This design comes from an exercise in tuning for small area on the open sky130 flow, not from production work. In this exercise RTL edits were held to simulation tests only and were not proved equivalent to the original. Power is estimated from default activity; no workload was simulated.

## flow/design.v (module list and top-level ports; edited modules follow where they fit)
// module regfile: 18 lines
// module alu: 26 lines
// module qar_gpio: 140 lines
// module qar_uart: 549 lines
// module qar_spi: 228 lines
// module qar_can: 141 lines
// module qar_timer: 204 lines
// module qar_i2c: 293 lines
// module qar_adc: 203 lines
// module qar_core: 973 lines
module qar_core #(
    parameter IMEM_DEPTH        = 64,
    parameter DMEM_DEPTH        = 256,
    parameter USE_INTERNAL_IMEM = 0,
    parameter USE_INTERNAL_DMEM = 0,
    parameter IMEM_DATA_WIDTH   = 32,
    parameter DMEM_DATA_WIDTH   = 32,
    parameter ICACHE_ENTRIES    = 0
) (
    input  wire        clk,
    input  wire        rst_n,
    output wire        imem_valid,
    output wire [31:0] imem_addr,
    input  wire        imem_ready,
    input  wire [IMEM_DATA_WIDTH-1:0] imem_rdata,
    output wire        mem_valid,
    output wire        mem_we,
    output wire [31:0] mem_addr,
    output wire [DMEM_DATA_WIDTH-1:0] mem_wdata,
    input  wire        mem_ready,
    input  wire [DMEM_DATA_WIDTH-1:0] mem_rdata,
    input  wire        irq_timer,
    input  wire        irq_external,
    output reg         irq_timer_ack,
    output reg         irq_external_ack,
    input  wire [31:0] gpio_in,
    output wire [31:0] gpio_out,
    output wire [31:0] gpio_dir,
    output wire        gpio_irq,
    output wire        uart_tx,
    input  wire        uart_rx,
    output wire        uart_de,
    output wire        uart_re,
    output wire        spi_sck,
    output wire        spi_mosi,
    input  wire        spi_miso,
    output wire [3:0]  spi_cs_n,
    output wire        i2c_scl,
    output wire        i2c_sda_out,
    input  wire        i2c_sda_in,
    output wire        i2c_sda_oe,
    input  wire [11:0] adc_ch0,
    input  wire [11:0] adc_ch1,
    input  wire [11:0] adc_ch2,
    input  wire [11:0] adc_ch3
);
  // ...
==> flow/run.sh <==
#!/bin/bash
# synth_recipe.tcl (not shown) runs the flow's synth.tcl, then flattens the netlist and writes it again
# the make line also repeats each setting of config.mk as NAME=value (left out here)
make -C /OpenROAD-flow-scripts/flow DESIGN_CONFIG=/design/flow/config.mk WORK_HOME=/design/flow/orfs CLKGATE_MAP_FILE= SYNTH_SCRIPT=/design/flow/synth_recipe.tcl finish
==> flow/config.mk <==
export PLATFORM = sky130hd
export DESIGN_NAME = qar_core
export DESIGN_NICKNAME = qar_core
export VERILOG_FILES = /design/flow/design.v
export SDC_FILE = /design/flow/constraint.sdc
export NUM_CORES = 8
export LEC_CHECK = 0
export CAP_MARGIN = 35
export CORE_MARGIN = 2
export CORE_UTILIZATION = 40
export SLEW_MARGIN = 30
==> flow/constraint.sdc <==
create_clock -name core_clock -period 13.0 [get_ports {clk}]
set_input_delay 2.6000 -clock core_clock [delete_from_list [all_inputs] [get_ports {clk}]]
set_output_delay 2.6000 -clock core_clock [all_outputs]
set_load 0.01 [all_outputs]
==> impl_results.md, run 1 <==
- Largest register FFs: just over 1000
- Top Consumer: combinational logic
- H-tree depth: 6
- Top cells by area, synth: dfrtp_1 (31%), edfxtp_1 (18%), ha_1 (5.7%)
- First-pass GRT wire length: 2060000 µm
- Post-CTS Setup Bufs: 0
- Dpl ws: 2.10 ns
- Skew final: 0.0828 ns
- Cell mode on critical path: buf_4
- Sequential power: around 21 mW
- CTS Buf Count: 641
- Slew margin rel.: 23.1%
- Met2 WL: 622000 µm
- Bufs w/o clock: 1420
- Die area: about 770000 µm²
- Met3 GRT Util: 11.7%
- Class of the worst hold path: reg -> reg
- Crit path required time: roughly 14 ns
- M1 wire length: 584000 µm
- Gpl congestion: 1.11
- Max incr delay on CP: slightly above 0.8 ns
- Worst R2R End: rf_inst.regs[31][30]
- Status: finished clean
- Maximum clock frequency: 0.0883 GHz
- Count of flip-flops and latches: 5634
==> run 2: changes to the inputs <==
--- a/flow/config.mk
+++ b/flow/config.mk
@@ -7,5 +7,6 @@
 export LEC_CHECK = 0
 export CAP_MARGIN = 35
 export CORE_MARGIN = 2
-export CORE_UTILIZATION = 40
+export CORE_UTILIZATION = 65
+export CTS_BUF_LIST = sky130_fd_sc_hd__clkbuf_8
 export SLEW_MARGIN = 30
==> run 2 against run 1 <==
The flow now stops in global routing. Area after synthesis unchanged. Synthesized cell count unchanged.
==> impl_results.md, run 2 <==
- Status: aborted with a tool error (was finished clean)
- Stop stage: global routing
- Error: [ERROR GRT-0232] Routing congestion too high. Check the congestion heatmap in the GUI.
- Flops & latches, synth: 5634 (unchanged)
- Top cells by area, synth: dfrtp_1 (31%), edfxtp_1 (18%), ha_1 (5.7%) (unchanged)
- Root Driver: clkbuf_8 (was clkbuf_16)
- Total GRT Usage: 73.8%
- Placed cell count: 36700 (was 40800)
- Ports: 331 (unchanged)
- Fraction of registers with async set/reset: 68.1% (unchanged)
- Detail Placement HPWL: 1050000 µm (was 1080000 µm)
- Library cells used by synthesis: 129 (unchanged)
- Post-synthesis cell area: 305000 µm² (unchanged)
- YS warnings: 24 (unchanged)
- Initial Utilization: 65.3% (was 40.2%)
- Hold_buf cts: 0 (unchanged)
- Synth Instances: 31300 (unchanged)
- Clock sink count: 5634 (unchanged)
- Port buffer count: 326 (unchanged)
- Resize count post-CTS: 0 (unchanged)
- Area post-placement: 318000 µm² (was 324000 µm²)
- Dpl ws: 2.56 ns (was 2.10 ns)
- Die height: 689 µm (was 878 µm)
- Post-CTS Setup Bufs: 0 (unchanged)
- H-tree depth: 6 (unchanged)
- Count leader, synth: nand2_1 (unchanged)
- CTS Buf Count: 882 (was 641)
- Prevailing post-synth register cell: dfrtp_1 (unchanged)
- Overflow after GRT: 34
- EDFF count, synth: 1800 (unchanged)
- Std cell rows: 251 (was 320)
- DIE WIDTH: 689 µm (was 878 µm)
- Sequential area share after synthesis: 49.2% (unchanged)
- Most instantiated cells after synthesis: nand2_1 (4418), dfrtp_1 (3754), o21ai_0 (2827) (unchanged)
- Gpl congestion: 1.22 (was 1.11)
- Antenna violations before repair: 388
- Area leader, netlist: dfrtp_1 (unchanged)
- Avg Cell Area, Syn: 9.76 µm² (unchanged)
- Clk buf depth: 4 (unchanged)
- Largest net degree at the start of global routing: 188
- Post-synth top area share: 30.8% (unchanged)
[run 2: cell counts after synthesis]
No cell type changed its count.
[run 2: per-layer routing]
layer / GRT overflow / GRT usage, %
met1: 2 / 77.3
met4: 19 / 66.7
met2: 7 / 86.9
met5: 0 / 33.4
met3: 6 / 61.2
[run 2: kinds of logic after synthesis]
| family | Yosys count | share of synthesized area, % |
|---|---|---|
| adders and majority gates | 1418 | 5.84 |
| AOI/OAI and AO/OA | 8852 | 18.8 |
| buffers and inverters | 2776 | 3.53 |
| muxes | 992 | 3.63 |
| DFF | 5634 | 49.2 |
| xor gates and xnor gates | 1212 | 3.48 |
| other | 2 | 0.00246 |
| and+or+nand+nor | 10400 | 15.5 |
[run 2: power by group through the flow]
stage          registers, mW  clock network (mW)  logic [mW]
3_5_place_dp            21.8                   0        20.6
3_3_place_gp            21.7                   0        20.1
2_1_floorplan           21.2                   0        10.7
4_1_cts                 21.4                16.2        20.9
[run 2: worst min-delay path by stage]
| stage | startpoint | to | slack, ns | cells after the start |
|---|---|---|---|---|
| 2_1_floorplan | uart0.rx_sync1 | uart0.rx_sync2 | 0.35 | 0 |
| 4_1_cts | uart0.rx_sync1 | uart0.rx_sync2 | 0.36 | 0 |
| 3_3_place_gp | uart0.lin_slave_underflow | uart0.status[11] | 0.35 | 0 |
| 3_5_place_dp | uart0.rx_sync1 | uart0.rx_sync2 | 0.36 | 0 |

[afterwards: timing with drivers on the ports]
In the flow no input, the clock included, has a driving cell. The finished layout below was timed again as built, in two steps.
Step 1 (the two cells are an assumption about what drives the block):
set clk [get_ports {clk}]
set_driving_cell -lib_cell sky130_fd_sc_hd__clkbuf_16 $clk
set_driving_cell -lib_cell sky130_fd_sc_hd__buf_2 [delete_from_list [all_inputs] $clk]
Step 2 also shifts input and output timing later by t, the mid clock arrival at the registers, as if the neighbouring blocks saw the same clock.
Slacks: no drivers / after step 1 / after step 2; pairs: no drivers / after step 1.
run: run 1
t (ns): 1.312
slack for setup (ns): 1.673 / 1.673 / 1.673
worst slew at a driven data input, ns: 0.15
After both steps run 1 still meets setup and hold. The setup slack of run 1 moves by 0.000 ns with the drivers and by 0.000 ns with both steps.
